What follows belongs to an exercise in optimizing a design on an open flow for small area, a short achievable clock period and few clock cycles per item; a production flow would make more cautious choices. Where RTL was checked, it was by simulation tests only, not by an equivalence proof against the original.

==> flow/design.v <==
`timescale 1ns / 1ps
module mul_fp16
    (input  logic        v,
     input  logic [15:0] a,
     input  logic [12:0] a3,
     input  logic [15:0] b,
     output logic [15:0] s
    );
    logic [10:0] ma;
    logic [12:0] pp [0:4];
    logic [21:0] m, r0, r1, r2, r3, r4, r5, s1, c1, s2, c2, s3, c3, s4, c4;
    logic [5:0]  esum;
    logic [4:0]  e0, e1;
    logic        keep;
    logic [9:0]  mo;
    always_comb begin
        ma = {1'b1, a[9:0]};
        for (int j = 0; j < 5; j++) begin
            case (b[2*j +: 2])
                2'd0: pp[j] = 13'd0;
                2'd1: pp[j] = {2'b00, ma};
                2'd2: pp[j] = {1'b0, ma, 1'b0};
                default: pp[j] = a3;
            endcase
        end
        r0 = {9'd0, pp[0]};
        r1 = {7'd0, pp[1], 2'd0};
        r2 = {5'd0, pp[2], 4'd0};
        r3 = {3'd0, pp[3], 6'd0};
        r4 = {1'b0, pp[4], 8'd0};
        r5 = {1'b0, ma, 10'd0};
        s1 = r0 ^ r1 ^ r2;
        c1 = ((r0 & r1) | (r0 & r2) | (r1 & r2)) << 1;
        s2 = r3 ^ r4 ^ r5;
        c2 = ((r3 & r4) | (r3 & r5) | (r4 & r5)) << 1;
        s3 = s1 ^ c1 ^ s2;
        c3 = ((s1 & c1) | (s1 & s2) | (c1 & s2)) << 1;
        s4 = s3 ^ c3 ^ c2;
        c4 = ((s3 & c3) | (s3 & c2) | (c3 & c2)) << 1;
        m = s4 + c4;
        esum = {1'b0, a[14:10]} + {1'b0, b[14:10]};
        e0   = esum[4:0] + 5'd17;               
        e1   = e0 + 5'd1;
        keep = m[21] || (e0 == 5'd0);
        mo   = keep ? m[20:11] : {m[19:11], 1'b0};
        if (!v || (a == 16'h0000) || (b == 16'h0000))
            s = 16'h0000;
        else if ((a == 16'hFA00) || (b == 16'hFA00))
            s = 16'hFA00;
        else if ((a == 16'h7A00) || (b == 16'h7A00))
            s = 16'h7A00;
        else if (esum <= 6'd14)
            s = 16'h0000;
        else
            s = {a[15] ^ b[15], m[21] ? e1 : e0, mo};
    end
endmodule
`timescale 1ns / 1ps
module add_s1
    (input  logic [15:0] a,
     input  logic [15:0] b,
     output logic [15:0] l,
     output logic [10:0] ms,
     output logic        sub
    );
    logic        agt;
    logic [15:0] t;
    logic [4:0]  shr;
    always_comb begin
        agt = a[14:0] > b[14:0];
        t   = agt ? b : a;
        shr = (agt ? a[14:10] : b[14:10]) - t[14:10];
        sub = a[15] ^ b[15];
        ms  = {1'b1, t[9:0]} >> shr;
        l   = agt ? a : b;
        if (a == 16'h0000) begin
            l  = b;
            ms = 11'd0;
        end else if (b == 16'h0000) begin
            l  = a;
            ms = 11'd0;
        end else if (a == 16'hFA00 || b == 16'hFA00) begin
            l  = 16'hFA00;
            ms = 11'd0;
        end else if (a == 16'h7A00 || b == 16'h7A00) begin
            l  = 16'h7A00;
            ms = 11'd0;
        end else if (a[14:0] == b[14:0] && sub) begin
            l  = 16'h0000;
            ms = 11'd0;
        end
    end
endmodule
module add_s2
    (input  logic [15:0] l,
     input  logic [10:0] ms,
     input  logic        sub,
     output logic [15:0] s
    );
    logic [11:0] mf;
    logic [10:0] mk, z, mn;
    logic [4:0]  sh;
    always_comb begin
        mf = sub ? {1'b0, 1'b1, l[9:0]} - {1'b0, ms}
                 : {1'b0, 1'b1, l[9:0]} + {1'b0, ms};
        mk = 11'd0;
        for (int p = 0; p <= 10; p++)
            if (l[14:10] == 5'(10 - p)) mk[p] = 1'b1;
        z  = mf[10:0] | mk;
        sh = 5'd11;
        for (int p = 0; p <= 10; p++)
            if (z[p]) sh = 5'(10 - p);
        mn = mf[10:0] << sh;
        if (mf[11])
            s = {l[15], l[14:10] + 5'd1, mf[10:1]};
        else
            s = {l[15], l[14:10] - sh, mn[9:0]};
    end
endmodule
`timescale 1ns / 1ps
module dnn_relu_fp16
     (input     logic   clk,
      input     logic   rst,
      input     logic   start,
      input     logic   reset,
      output    logic   done,
      output    logic   unsigned    [16:0]    mem_addr,
      input     logic   signed      [15:0]    mem_data,
      output    logic               [159:0]   out);
    localparam logic [13:0] BASE_W1 = 14'd401;
    localparam logic [13:0] BASE_W2 = 14'd10426;
    localparam logic [15:0] ONE     = 16'h3C00;
    localparam logic [12:0] ONE3    = 13'd3072;     
    localparam logic [2:0] S_IDLE = 3'd0,
                           S_L1   = 3'd1,
                           S_PRE  = 3'd2,
                           S_L2   = 3'd3,
                           S_FIN  = 3'd4,
                           S_DONE = 3'd5;
    logic [2:0]  st;
    logic [4:0]  nj;
    logic        start_q;
    logic [13:0] ma;       
    logic [8:0]  n;        
    logic [13:0] fb;       
    logic [5:0]  cc;       
    logic        qv;       
    logic [4:0]  clrc;     
    logic        sel_r, sel_y, sel_o;    
    logic        rot;      
    logic r_act, r_w1, r_l2, r_pre, r_l2f, r_last, r_first;
    logic m_act, m_v, m_l2, m_pre, m_l2f, m_last;
    logic s1_l2, s1_pre, s1_last;
    logic s2_l2, s2_pre, s2_last;
    logic y_pre, y_last;
    logic [15:0] D, A, Q, P, Y;
    logic [12:0] A3;
    logic [15:0] R [0:23];
    logic [15:0] O [0:9];
    logic [15:0] X_l;
    logic [10:0] X_ms;
    logic        X_sub;
    logic [4:0]  njn;
    logic        cap, busy;
    logic [15:0] prod, acc, s1_l, s2_s, h2, asrc;
    logic [10:0] s1_ms;
    logic        s1_sub;
    assign njn  = (nj >= 5'd12) ? nj - 5'd12 : nj + 5'd13;
    assign cap  = (st == S_L1) && m_act && (D[14:0] != 15'd0);
    assign busy = r_w1 && (cc != 6'd0);
    assign h2   = R[2][15] ? 16'h0000 : R[2];
    assign asrc = r_first ? Q : h2;
    mul_fp16 U_MUL (.v(m_v), .a(A), .a3(A3), .b(D), .s(prod));
    assign acc = ({16{sel_r}} & R[0]) | ({16{sel_y}} & Y) | ({16{sel_o}} & O[0]);
    add_s1 U_ADD1 (.a(acc), .b(P), .l(s1_l), .ms(s1_ms), .sub(s1_sub));
    add_s2 U_ADD2 (.l(X_l), .ms(X_ms), .sub(X_sub), .s(s2_s));
    logic [2:0]  st_n;
    logic [13:0] ma_n;
    logic [13:0] step;
    logic [8:0]  n_n;
    logic [5:0]  cc_n;
    logic nr_act, nr_w1, nr_l2, nr_pre, nr_l2f, nr_last, nr_first;
    assign step = (nj >= 5'd12) ? -14'd12 : 14'd13;
    always_comb begin
        st_n = st; ma_n = 14'd0; n_n = n; cc_n = cc - 6'd1;
        nr_act = 1'b0; nr_w1 = 1'b0; nr_l2 = 1'b0; nr_pre = 1'b0;
        nr_l2f = 1'b0; nr_last = 1'b0; nr_first = 1'b0;
        case (st)
            S_IDLE: begin
                nr_act = 1'b1;
                if (start_q) begin
                    st_n = S_L1;
                    ma_n = 14'd1;
                    n_n  = 9'd2;
                end
            end
            S_L1: begin
                if (busy) begin
                    nr_w1 = 1'b1;
                    ma_n = ma + step;
                end else if (cap) begin
                    nr_w1 = 1'b1;
                    nr_first = 1'b1;
                    cc_n = 6'd24;
                    ma_n = fb + {9'd0, njn};
                end else if (qv) begin
                    nr_w1 = 1'b1;
                    nr_first = 1'b1;
                    cc_n = 6'd24;
                    ma_n = ma + step + 14'd25;
                end else if (n != 9'd401) begin
                    nr_act = 1'b1;
                    ma_n = {5'd0, n};
                    n_n = n + 9'd1;
                end else if (!r_act) begin
                    st_n = S_PRE;
                    cc_n = 6'd11;
                    ma_n = BASE_W2;
                    nr_l2 = 1'b1;
                    nr_pre = 1'b1;
                end
            end
            S_PRE: begin
                if (cc > 6'd2 && !cc[5]) begin
                    ma_n = ma + 14'd1;
                    nr_l2 = 1'b1;
                    nr_pre = 1'b1;
                end else if ((cc == 6'd0 || cc[5]) && njn == 5'd0) begin
                    st_n = S_L2;
                    ma_n = BASE_W2 + 14'd10;
                    cc_n = 6'd49;
                    n_n = 9'd0;
                    nr_l2 = 1'b1;
                    nr_l2f = 1'b1;
                end
            end
            S_L2: begin
                if (cc != 6'd0) begin
                    ma_n = ma + (cc[0] ? 14'd1 : 14'd9);
                    nr_l2 = 1'b1;
                    nr_l2f = (cc_n >= 6'd48);
                    nr_last = (cc_n <= 6'd1);
                end else if (n[2:0] != 3'd4) begin
                    n_n = n + 9'd1;
                    cc_n = 6'd49;
                    ma_n = ma - 14'd239;
                    nr_l2 = 1'b1;
                    nr_l2f = 1'b1;
                end else begin
                    st_n = S_FIN;
                end
            end
            S_FIN: begin
                if (y_last && !s2_last)
                    st_n = S_DONE;
            end
            S_DONE: begin
                nr_act = 1'b1;
                if (reset)
                    st_n = S_IDLE;
            end
            default: st_n = S_IDLE;
        endcase
    end
    always_ff @(posedge clk or posedge rst) begin
        if (rst) begin
            st <= S_IDLE; nj <= 5'd0; done <= 1'b0;
        end else begin
            st <= st_n; nj <= njn;
            if (st == S_FIN && y_last && !s2_last)
                done <= 1'b1;
            else if (reset)
                done <= 1'b0;
        end
    end
    always_ff @(posedge clk) begin
        r_act <= nr_act; r_w1 <= nr_w1; r_l2 <= nr_l2; r_pre <= nr_pre;
        r_l2f <= nr_l2f; r_last <= nr_last; r_first <= nr_first;
        m_act <= r_act; m_v <= r_w1 || r_l2; m_l2 <= r_l2; m_pre <= r_pre;
        m_l2f <= r_l2f; m_last <= r_last;
        s1_l2 <= m_l2; s1_pre <= m_pre; s1_last <= m_last;
        s2_l2 <= s1_l2; s2_pre <= s1_pre; s2_last <= s1_last;
        y_pre <= s2_pre; y_last <= s2_last;
    end
    always_ff @(posedge clk) begin
        start_q <= start;
        ma <= ma_n; n <= n_n; cc <= cc_n;
        if (st == S_IDLE && start_q)
            fb <= BASE_W1;
        else if (m_act)
            fb <= fb + 14'd25;
        if (st == S_IDLE)
            qv <= 1'b0;
        else
            qv <= cap || (qv && !r_first);
        if (st == S_IDLE && start_q)
            clrc <= 5'd24;
        else if (clrc != 5'd0)
            clrc <= clrc - 5'd1;
        sel_r <= !m_l2 && !(st == S_IDLE && start_q) && (clrc == 5'd0);
        sel_y <= m_l2 && !m_pre && !m_l2f;
        sel_o <= m_l2 && m_l2f;
        rot   <= m_l2f || s2_last || s2_pre;
    end
    always_ff @(posedge clk) begin
        D <= mem_data;
        P <= prod;
        X_l <= s1_l;
        X_ms <= s1_ms;
        X_sub <= s1_sub;
        Y <= s2_s;
        for (int k = 0; k < 23; k++)
            R[k] <= R[k+1];
        R[23] <= s2_l2 ? Q : s2_s;
        if (s1_l2)
            Q <= R[0];
        else if (cap)
            Q <= D;
        if (r_first || (r_l2 && !r_pre && cc[0])) begin
            A  <= asrc;
            A3 <= {2'b01, asrc[9:0]} + {1'b1, asrc[9:0], 1'b0};
        end else if (r_pre) begin
            A  <= ONE;
            A3 <= ONE3;
        end
        if (rot) begin
            for (int k = 0; k < 9; k++)
                O[k] <= O[k+1];
            O[9] <= (y_pre || !Y[15]) ? Y : 16'h0000;
        end
    end
    always_comb begin
        for (int k = 0; k < 10; k++)
            out[16*k +: 16] = O[k];
    end
    assign mem_addr = {3'd0, ma};
endmodule
Settings: LEC_CHECK=0, CAP_MARGIN=20, CORE_MARGIN=2, CORE_UTILIZATION=70, SLEW_MARGIN=20; clock period 30.0 ns.
standard.sh (not shown) runs the stock make flow with config.mk's settings and CLKGATE_MAP_FILE= SYNTH_SCRIPT=/design/flow/synth_recipe.tcl, a recipe that flattens the netlist after the stock synthesis.
==> flow/flow/run.sh <==
#!/bin/bash
# Layout flow: the standard flow (standard.sh), with the port buffers
# made of sky130_fd_sc_hd__buf_2 cells, timing repair aimed at a setup
# slack of 22.75 ns, and clock tree synthesis without dummy loads.
# Each tool's output goes to a log file of its own here.
set -euo pipefail
bash standard.sh synth > log_synth.txt 2>&1
bash standard.sh SETUP_SLACK_MARGIN=22.75 \
  "BUFFER_PORTS_ARGS=-buffer_cell sky130_fd_sc_hd__buf_2" \
  "CTS_ARGS=-sink_clustering_enable -repair_clock_nets -sink_clustering_size 30 -sink_clustering_max_diameter 80 -buf_list sky130_fd_sc_hd__clkbuf_16 -dont_use_dummy_load" \
  finish > log_layout.txt 2>&1
Testbench counts at the start, summed over its fixed seeds: cycles 143,457, items 48.
Edit:
--- a/flow/design.v
+++ b/flow/design.v
@@ -178,12 +178,24 @@
     logic [13:0] ma_n;
     logic [13:0] step;
     logic [8:0]  n_n;
     logic [5:0]  cc_n;
     logic nr_act, nr_w1, nr_l2, nr_pre, nr_l2f, nr_last, nr_first;
     assign step = (nj >= 5'd12) ? -14'd12 : 14'd13;
+    logic [13:0] kc, ma_inc;
+    always_comb begin
+        if (st == S_L1)
+            kc = busy ? step : step + 14'd25;
+        else if (st == S_PRE)
+            kc = 14'd1;
+        else if (cc == 6'd0)
+            kc = -14'd239;
+        else
+            kc = cc[0] ? 14'd1 : 14'd9;
+    end
+    assign ma_inc = ma + kc;
     always_comb begin
         st_n = st; ma_n = 14'd0; n_n = n; cc_n = cc - 6'd1;
         nr_act = 1'b0; nr_w1 = 1'b0; nr_l2 = 1'b0; nr_pre = 1'b0;
         nr_l2f = 1'b0; nr_last = 1'b0; nr_first = 1'b0;
         case (st)
             S_IDLE: begin
@@ -194,23 +206,23 @@
                     n_n  = 9'd2;
                 end
             end
             S_L1: begin
                 if (busy) begin
                     nr_w1 = 1'b1;
-                    ma_n = ma + step;
+                    ma_n = ma_inc;
                 end else if (cap) begin
                     nr_w1 = 1'b1;
                     nr_first = 1'b1;
                     cc_n = 6'd24;
                     ma_n = fb + {9'd0, njn};
                 end else if (qv) begin
                     nr_w1 = 1'b1;
                     nr_first = 1'b1;
                     cc_n = 6'd24;
-                    ma_n = ma + step + 14'd25;
+                    ma_n = ma_inc;
                 end else if (n != 9'd401) begin
                     nr_act = 1'b1;
                     ma_n = {5'd0, n};
                     n_n = n + 9'd1;
                 end else if (!r_act) begin
                     st_n = S_PRE;
@@ -219,13 +231,13 @@
                     nr_l2 = 1'b1;
                     nr_pre = 1'b1;
                 end
             end
             S_PRE: begin
                 if (cc > 6'd2 && !cc[5]) begin
-                    ma_n = ma + 14'd1;
+                    ma_n = ma_inc;
                     nr_l2 = 1'b1;
                     nr_pre = 1'b1;
                 end else if ((cc == 6'd0 || cc[5]) && njn == 5'd0) begin
                     st_n = S_L2;
                     ma_n = BASE_W2 + 14'd10;
                     cc_n = 6'd49;
@@ -233,20 +245,20 @@
                     nr_l2 = 1'b1;
                     nr_l2f = 1'b1;
                 end
             end
             S_L2: begin
                 if (cc != 6'd0) begin
-                    ma_n = ma + (cc[0] ? 14'd1 : 14'd9);
+                    ma_n = ma_inc;
                     nr_l2 = 1'b1;
                     nr_l2f = (cc_n >= 6'd48);
                     nr_last = (cc_n <= 6'd1);
                 end else if (n[2:0] != 3'd4) begin
                     n_n = n + 9'd1;
                     cc_n = 6'd49;
-                    ma_n = ma - 14'd239;
+                    ma_n = ma_inc;
                     nr_l2 = 1'b1;
                     nr_l2f = 1'b1;
                 end else begin
                     st_n = S_FIN;
                 end
             end
What happened: The changed run finished with timing, DRC and antenna clean; sequential share of layout area climbs by 1.6 points; count of clock-buffer cells in the layout is unchanged; core utilization climbs by 0.25 points; via count drops by 5.7%; routed wire length drops by 3.2%; design area drops by 2.8%; register-to-register slack is better by 0.15 ns; die area drops by 3.4%; cell count drops by 4.5%; setup slack is worse by 0.0058 ns; maximum frequency stays flat; clock skew is about the same.
Testbench counts after the change, summed over its fixed seeds: cycles 143,457, items 48.

dnn_relu_fp16, a different RTL version from the one above (not shown whole).
Size: about 2,500 cells after synthesis, roughly 200 I/O pins, roughly 29,000 um^2 of cells after synthesis.
Settings: LEC_CHECK=0, CAP_MARGIN=20, CORE_MARGIN=2, CORE_UTILIZATION=55, CTS_BUF_LIST=sky130_fd_sc_hd__clkbuf_16, CTS_CLUSTER_DIAMETER=80, CTS_CLUSTER_SIZE=30, SLEW_MARGIN=20; clock period 30.0 ns.
==> flow/flow/run.sh <==
#!/bin/bash
# Layout flow: the standard flow (standard.sh), with the port buffers
# made of sky130_fd_sc_hd__buf_2 cells and timing repair aimed at a setup
# slack of 22.5 ns. Each tool's output goes to a log file of its own here.
set -euo pipefail
bash standard.sh synth > log_synth.txt 2>&1
bash standard.sh SETUP_SLACK_MARGIN=22.75 "BUFFER_PORTS_ARGS=-buffer_cell sky130_fd_sc_hd__buf_2" finish > log_layout.txt 2>&1
Testbench counts at the start, summed over its fixed seeds: cycles 143,457, items 48.
Next try:
--- a/flow/design.v
+++ b/flow/design.v
@@ -1,13 +1,12 @@
 `timescale 1ns / 1ps
 module mul_fp16
-    (input  logic        v,
-     input  logic [15:0] a,
+    (input  logic [15:0] a,
      input  logic [12:0] a3,
      input  logic [15:0] b,
      output logic [15:0] s
     );
     logic [10:0] ma;
     logic [12:0] pp [0:4];
     logic [21:0] m, r0, r1, r2, r3, r4, r5, s1, c1, s2, c2, s3, c3, s4, c4;
     logic [5:0]  esum;
     logic [4:0]  e0, e1;
@@ -37,19 +36,19 @@
         c3 = ((s1 & c1) | (s1 & s2) | (c1 & s2)) << 1;
         s4 = s3 ^ c3 ^ c2;
         c4 = ((s3 & c3) | (s3 & c2) | (c3 & c2)) << 1;
         m = s4 + c4;
         esum = {1'b0, a[14:10]} + {1'b0, b[14:10]};
         e0   = esum[4:0] + 5'd17;               
         e1   = e0 + 5'd1;
         keep = m[21] || (e0 == 5'd0);
         mo   = keep ? m[20:11] : {m[19:11], 1'b0};
-        if (!v || (a == 16'h0000) || (b == 16'h0000))
+        if ((a == 16'h0000) || (b == 16'h0000))
             s = 16'h0000;
         else if ((a == 16'hFA00) || (b == 16'hFA00))
             s = 16'hFA00;
         else if ((a == 16'h7A00) || (b == 16'h7A00))
             s = 16'h7A00;
         else if (esum <= 6'd14)
             s = 16'h0000;
         else
             s = {a[15] ^ b[15], m[21] ? e1 : e0, mo};
@@ -164,19 +163,19 @@
     logic        cap, busy;
     logic [15:0] prod, acc, s1_l, s2_s, h2, asrc;
     logic [10:0] s1_ms;
     logic        s1_sub;
     assign njn  = (nj >= 5'd12) ? nj - 5'd12 : nj + 5'd13;
     assign cap  = (st == S_L1) && m_act && (D[14:0] != 15'd0);
     assign busy = r_w1 && (cc != 6'd0);
     assign h2   = R[2][15] ? 16'h0000 : R[2];
     assign asrc = r_first ? Q : h2;
-    mul_fp16 U_MUL (.v(m_v), .a(A), .a3(A3), .b(D), .s(prod));
+    mul_fp16 U_MUL (.a(A), .a3(A3), .b(D), .s(prod));
     assign acc = ({16{sel_r}} & R[0]) | ({16{sel_y}} & Y) | ({16{sel_o}} & O[0]);
     add_s1 U_ADD1 (.a(acc), .b(P), .l(s1_l), .ms(s1_ms), .sub(s1_sub));
     add_s2 U_ADD2 (.l(X_l), .ms(X_ms), .sub(X_sub), .s(s2_s));
     logic [2:0]  st_n;
     logic [13:0] ma_n;
     logic [13:0] step;
     logic [8:0]  n_n;
     logic [5:0]  cc_n;
     logic nr_act, nr_w1, nr_l2, nr_pre, nr_l2f, nr_last, nr_first;
@@ -259,36 +258,41 @@
                 if (reset)
                     st_n = S_IDLE;
             end
             default: st_n = S_IDLE;
         endcase
     end
     always_ff @(posedge clk or posedge rst) begin
         if (rst) begin
             st <= S_IDLE; nj <= 5'd0; done <= 1'b0;
+            r_act <= 1'b0; r_w1 <= 1'b0; r_l2 <= 1'b0; r_pre <= 1'b0;
+            r_l2f <= 1'b0; r_last <= 1'b0; r_first <= 1'b0;
+            m_act <= 1'b0; m_v <= 1'b0; m_l2 <= 1'b0; m_pre <= 1'b0;
+            m_l2f <= 1'b0; m_last <= 1'b0;
+            s1_l2 <= 1'b0; s1_pre <= 1'b0; s1_last <= 1'b0;
+            s2_l2 <= 1'b0; s2_pre <= 1'b0; s2_last <= 1'b0;
+            y_pre <= 1'b0; y_last <= 1'b0;
         end else begin
             st <= st_n; nj <= njn;
             if (st == S_FIN && y_last && !s2_last)
                 done <= 1'b1;
             else if (reset)
                 done <= 1'b0;
+            r_act <= nr_act; r_w1 <= nr_w1; r_l2 <= nr_l2; r_pre <= nr_pre;
+            r_l2f <= nr_l2f; r_last <= nr_last; r_first <= nr_first;
+            m_act <= r_act; m_v <= r_w1 || r_l2; m_l2 <= r_l2; m_pre <= r_pre;
+            m_l2f <= r_l2f; m_last <= r_last;
+            s1_l2 <= m_l2; s1_pre <= m_pre; s1_last <= m_last;
+            s2_l2 <= s1_l2; s2_pre <= s1_pre; s2_last <= s1_last;
+            y_pre <= s2_pre; y_last <= s2_last;
         end
     end
     always_ff @(posedge clk) begin
-        r_act <= nr_act; r_w1 <= nr_w1; r_l2 <= nr_l2; r_pre <= nr_pre;
-        r_l2f <= nr_l2f; r_last <= nr_last; r_first <= nr_first;
-        m_act <= r_act; m_v <= r_w1 || r_l2; m_l2 <= r_l2; m_pre <= r_pre;
-        m_l2f <= r_l2f; m_last <= r_last;
-        s1_l2 <= m_l2; s1_pre <= m_pre; s1_last <= m_last;
-        s2_l2 <= s1_l2; s2_pre <= s1_pre; s2_last <= s1_last;
-        y_pre <= s2_pre; y_last <= s2_last;
-    end
-    always_ff @(posedge clk) begin
         start_q <= start;
         ma <= ma_n; n <= n_n; cc <= cc_n;
         if (st == S_IDLE && start_q)
             fb <= BASE_W1;
         else if (m_act)
             fb <= fb + 14'd25;
         if (st == S_IDLE)
             qv <= 1'b0;
         else
@@ -298,19 +302,19 @@
         else if (clrc != 5'd0)
             clrc <= clrc - 5'd1;
         sel_r <= !m_l2 && !(st == S_IDLE && start_q) && (clrc == 5'd0);
         sel_y <= m_l2 && !m_pre && !m_l2f;
         sel_o <= m_l2 && m_l2f;
         rot   <= m_l2f || s2_last || s2_pre;
     end
     always_ff @(posedge clk) begin
         D <= mem_data;
-        P <= prod;
+        P <= m_v ? prod : 16'h0000;
         X_l <= s1_l;
         X_ms <= s1_ms;
         X_sub <= s1_sub;
         Y <= s2_s;
         H <= R[0];
         for (int k = 0; k < 23; k++)
             R[k] <= R[k+1];
         R[23] <= s2_l2 ? H : s2_s;
         if (cap)
What happened:
- The new run went through all stages and came out clean
- non-clock buffer count went up by 17
- core utilization went up by 0.38 points
- first-iteration DRC count went up by 11%
The RTL of the second run of this note was laid out without a check of its function.

-- afterwards: timing with drivers on the ports --
The results above use ideal ports. As a check the final layouts listed here were re-extracted and re-timed, cells and wires unchanged. Step 1: set_driving_cell puts a clkbuf_16 on clk and a buf_2 on each other input, an assumption about the parent block. Step 2 adds t to the input delays and takes it off the output delays; t is the mean of the earliest and latest rising clock arrival at the registers after step 1. Input paths then give back, and output paths get back, about the clock's delay inside the block. Three values: ideal, step 1, step 2; two values: the first two.
run	shift t [ns]	setup WS [ns]	worst setup path at the end
the first run of note 1	0.609	22.741 / 22.681 / 22.843	input to register
the second run of note 1	0.607	22.735 / 22.677 / 22.714	input to register
the first run of note 2	0.667	22.731 / 22.667 / 22.735	input to register
the second run of note 2	0.653	22.764 / 22.701 / 22.412	input to register
After both steps setup and hold are still met in every run listed. The setup slack of the second run of note 2, which loses most, moves by -0.063 ns with the drivers and by -0.352 ns with both steps.
